From an optimization exercise on the open Yosys and OpenROAD flow, aimed at small area, a short achievable clock period and few clock cycles per item; shortcuts taken in it are not production practice.

## rev 12
==> flow/design.v <==
module div
	#(
		parameter W=32
	 )
	(
		input wire clk, reset, str_trg,
		input wire [W-1:0] dvsr, dvnd,
		input wire [5:0] cd,
		input wire [4:0] ca,
		output wire ready,
		output reg done_trg,
		output wire [W-1:0] quo, rmd
	);
	reg        busy_reg;
	reg [4:0]  n_reg;
	reg [W-1:0] r_reg, q_reg;
	reg [W-1:0] nd_reg;	 
	wire       dz = cd[5];
	wire [4:0] p;
	wire       cd_ge_ca;
	div_sub #(.W(5)) sub_p (.a(cd[4:0]), .b(ca), .diff(p), .ge(cd_ge_ca));
	wire       imm = ~dz & ~cd_ge_ca;
	wire [W-1:0] diff;
	wire       ge;
	div_sub #(.W(W)) sub_r (.a(r_reg), .b(~nd_reg), .diff(diff), .ge(ge));
	wire       last = (n_reg == 0);
	reg [W-1:0] sh;
	integer k;
	always @*
	begin
		sh = dvsr;
		for (k = 0; k < 5; k = k + 1)
			sh = ({W{p[k]}} & (sh << (1 << k))) |
			     ({W{~p[k]}} & sh & ~({W{1'b1}} << (W - (1 << k)))) |
			     (sh & ({W{1'b1}} << (W - (1 << k))));
	end
	always @(posedge clk, posedge reset)
		if (reset)
			busy_reg <= 1'b0;
		else if (str_trg)
			busy_reg <= ~imm;
		else if (last)
			busy_reg <= 1'b0;
	always @(posedge clk)
	begin
		if (str_trg)
		begin
			n_reg <= dz ? 5'd31 : p;
			nd_reg <= ~sh;
		end
		else
		begin
			n_reg <= n_reg - 1'b1;
			nd_reg <= {1'b1, nd_reg[W-1:1]};
		end
		if (str_trg)
			r_reg <= dvnd;
		else if (busy_reg & ge)
			r_reg <= diff;
		if (str_trg)
			q_reg <= {W{1'b0}};
		else if (busy_reg)
			q_reg <= {q_reg[W-2:0], ge};
	end
	always @*
		done_trg = str_trg ? imm : (busy_reg & last);
	assign ready = ~busy_reg;
	assign quo = q_reg;
	assign rmd = r_reg;
endmodule
module div_sub
	#(
		parameter W=32
	 )
	(
		input wire [W-1:0] a, b,
		output wire [W-1:0] diff,
		output wire ge
	);
	wire [W-1:0] g0 = a & ~b;
	wire [W-1:0] p0 = a ^ ~b;
	reg [W-1:0] G, P, Gn, Pn;
	integer i, s;
	always @*
	begin
		G = g0; P = p0;
		G[0] = a[0] | ~b[0];
		P[0] = 1'b0;
		for (s = 1; s < W; s = s * 2)
		begin
			Gn = G; Pn = P;
			for (i = 0; i < W; i = i + 1)
				if (i & s)
				begin
					if (i == 1)
						Gn[i] = g0[1] | (p0[1] & g0[0]) | (p0[1] & p0[0]);
					else if (i == s)
						Gn[i] = g0[i] | (p0[i] & g0[i-1]) | (p0[i] & p0[i-1] & G[i-2]);
					else
						Gn[i] = G[i] | (P[i] & G[(i & ~(s-1)) - 1]);
					Pn[i] = P[i] & P[(i & ~(s-1)) - 1];
				end
			G = Gn; P = Pn;
		end
	end
	assign diff = p0 ^ {G[W-2:0], 1'b1};
	assign ge = G[W-1];
endmodule
module div_avalon
	#(
		parameter W     = 32,
				  CBIT  = 6
	 )
	(
		input wire clk, reset,
		input wire [2:0] div_address,
		input wire div_chipselect,
		input wire div_write,
		input wire [W-1:0] div_writedata,
		output wire [W-1:0] div_readdata,
		output wire div_irq,
		output wire div_rdy
	);
	wire div_start, div_ready, set_done_trg, clr_done_trg;
	reg [W-1:0] dvnd_reg, dvsr_reg;
	reg [5:0] cd_reg;
	reg [4:0] ca_reg;
	reg done_trg_reg;
	wire [W-1:0] quo, rmd;
	wire wr_en, wr_dvnd, wr_dvsr;
	reg [5:0] wclz;
	integer i;
	always @*
	begin
		wclz = 6'd32;
		for (i = 0; i < W; i = i + 1)
			if (div_writedata[i]) wclz = 6'd31 - i[5:0];
	end
	div #(.W(32)) d1
		 ( .clk(clk), .reset(reset), .str_trg(div_start), .dvsr(dvsr_reg), .dvnd(dvnd_reg),
		   .cd(cd_reg), .ca(ca_reg),
		   .ready(div_ready), .done_trg(set_done_trg), .quo(quo), .rmd(rmd));
	always @(posedge clk)
	begin
		if (wr_dvnd)
		begin
			dvnd_reg <= div_writedata;
			ca_reg <= wclz[5] ? 5'd31 : wclz[4:0];
		end
		if (wr_dvsr)
		begin
			dvsr_reg <= div_writedata;
			cd_reg <= wclz;
		end
	end
	always @(posedge clk, posedge reset)
		if (reset)
			done_trg_reg <= 1'b0;
		else if (set_done_trg)
			done_trg_reg <= 1'b1;
		else if (clr_done_trg)
			done_trg_reg <= 1'b0;
	assign wr_en = div_write & div_chipselect;
	assign wr_dvnd = (div_address == 3'h0) & wr_en;
	assign wr_dvsr = (div_address == 3'h1) & wr_en;
	assign div_start = (div_address == 3'h2) & wr_en & div_ready;
	assign clr_done_trg = (div_address == 3'h6) & wr_en;
	assign div_readdata = (div_address == 3'h3) ? quo :
						  (div_address == 3'h4) ? rmd :
						  {31'b0, (div_address == 3'h5) ? div_ready : done_trg_reg};
	assign div_rdy = div_ready;
	assign div_irq = done_trg_reg;
endmodule
Settings: LEC_CHECK=0, CAP_MARGIN=20, CORE_MARGIN=2, CORE_UTILIZATION=60, CTS_BUF_LIST=sky130_fd_sc_hd__clkbuf_4 sky130_fd_sc_hd__clkbuf_8, SETUP_SLACK_MARGIN=2.0, SLEW_MARGIN=20; clock period 5.0 ns.
standard.sh (not shown) runs the stock make flow with config.mk's settings and CLKGATE_MAP_FILE= SYNTH_SCRIPT=/design/flow/synth_recipe.tcl, a recipe that flattens the netlist after the stock synthesis.
==> flow/flow/run.sh <==
#!/bin/bash
# Standard layout, with the port buffers made from buf_2 cells instead of
# the slow delay-buffer cells buffer_ports picks on its own.
set -euo pipefail
export BUFFER_PORTS_ARGS="-buffer_cell sky130_fd_sc_hd__buf_2"
bash standard.sh > standard.log 2>&1
Rev 12 reached the end of the flow, and the finished layout is clean on the timing, design-rule and antenna checks.
--- input diff rev 12..rev 13 ---
--- a/flow/design.v
+++ b/flow/design.v
@@ -13,27 +13,16 @@
 	);
 	reg        busy_reg;
 	reg [4:0]  n_reg;
-	reg [W-1:0] r_reg, q_reg;
-	reg [W-1:0] nd_reg;	 
+	reg [W-1:0] r_reg, q_reg, d_reg;
 	wire       dz = cd[5];
 	wire [4:0] p;
 	wire       cd_ge_ca;
 	div_sub #(.W(5)) sub_p (.a(cd[4:0]), .b(ca), .diff(p), .ge(cd_ge_ca));
-	wire       imm = ~dz & ~cd_ge_ca;
+	wire       imm = dz | ~cd_ge_ca;
 	wire [W-1:0] diff;
 	wire       ge;
-	div_sub #(.W(W)) sub_r (.a(r_reg), .b(~nd_reg), .diff(diff), .ge(ge));
+	div_sub #(.W(W)) sub_r (.a(r_reg), .b(d_reg), .diff(diff), .ge(ge));
 	wire       last = (n_reg == 0);
-	reg [W-1:0] sh;
-	integer k;
-	always @*
-	begin
-		sh = dvsr;
-		for (k = 0; k < 5; k = k + 1)
-			sh = ({W{p[k]}} & (sh << (1 << k))) |
-			     ({W{~p[k]}} & sh & ~({W{1'b1}} << (W - (1 << k)))) |
-			     (sh & ({W{1'b1}} << (W - (1 << k))));
-	end
 	always @(posedge clk, posedge reset)
 		if (reset)
 			busy_reg <= 1'b0;
@@ -45,20 +34,20 @@
 	begin
 		if (str_trg)
 		begin
-			n_reg <= dz ? 5'd31 : p;
-			nd_reg <= ~sh;
+			n_reg <= p[4:0];
+			d_reg <= dvsr << p[4:0];
 		end
 		else
 		begin
 			n_reg <= n_reg - 1'b1;
-			nd_reg <= {1'b1, nd_reg[W-1:1]};
+			d_reg <= d_reg >> 1;
 		end
 		if (str_trg)
 			r_reg <= dvnd;
 		else if (busy_reg & ge)
 			r_reg <= diff;
 		if (str_trg)
-			q_reg <= {W{1'b0}};
+			q_reg <= {W{dz}};
 		else if (busy_reg)
 			q_reg <= {q_reg[W-2:0], ge};
 	end
## What came out
- In the flow results for rev 13 and rev 12, the transition time at the pin with the least slew margin is smaller on rev 12.
- [rev 13 vs rev 12] non-clock buffer count: lower in rev 13
- Between rev 13 and rev 12, the number of nets at the end of the flow figures differ only marginally.
- Wire length after detailed routing went down slightly going from rev 12 to rev 13.
- Final cell count without fillers: rev 13 vs rev 12 — no meaningful difference
- On placed cell area, the higher figure sits with rev 13, not rev 12.
- Rev 13 — largest incremental delay on the critical path 0.22 ns lower, rev 12 as reference
No functional check of the RTL was part of any run of this note.

==> separate check: timing with driven ports <==
Ports are ideal in the flow. The routed layouts listed here were re-timed in OpenROAD. Step 1, drivers: a clkbuf_16 drives clk and a buf_2 each remaining input, both assumed. Step 2, shift: input delay + t, output delay - t, t = (earliest + latest rising clock arrival at the registers) / 2. This alone moves slack from input paths to output paths. Three values: ideal ports, drivers, drivers and shift; two values: the first two.
run	shift t [ns]	setup slack, ns	worst setup path at the end	worst register clock-pin slew, ns
rev 12	0.506	1.911 / 1.868 / 1.543	input to register	0.10 / 0.10
rev 13	0.514	2.037 / 2.003 / 1.733	input to register	0.10 / 0.10
After both steps setup and hold are still met in every run listed. For rev 12, which loses most, drivers alone change the setup slack by -0.043 ns; drivers and shift together by -0.368 ns.
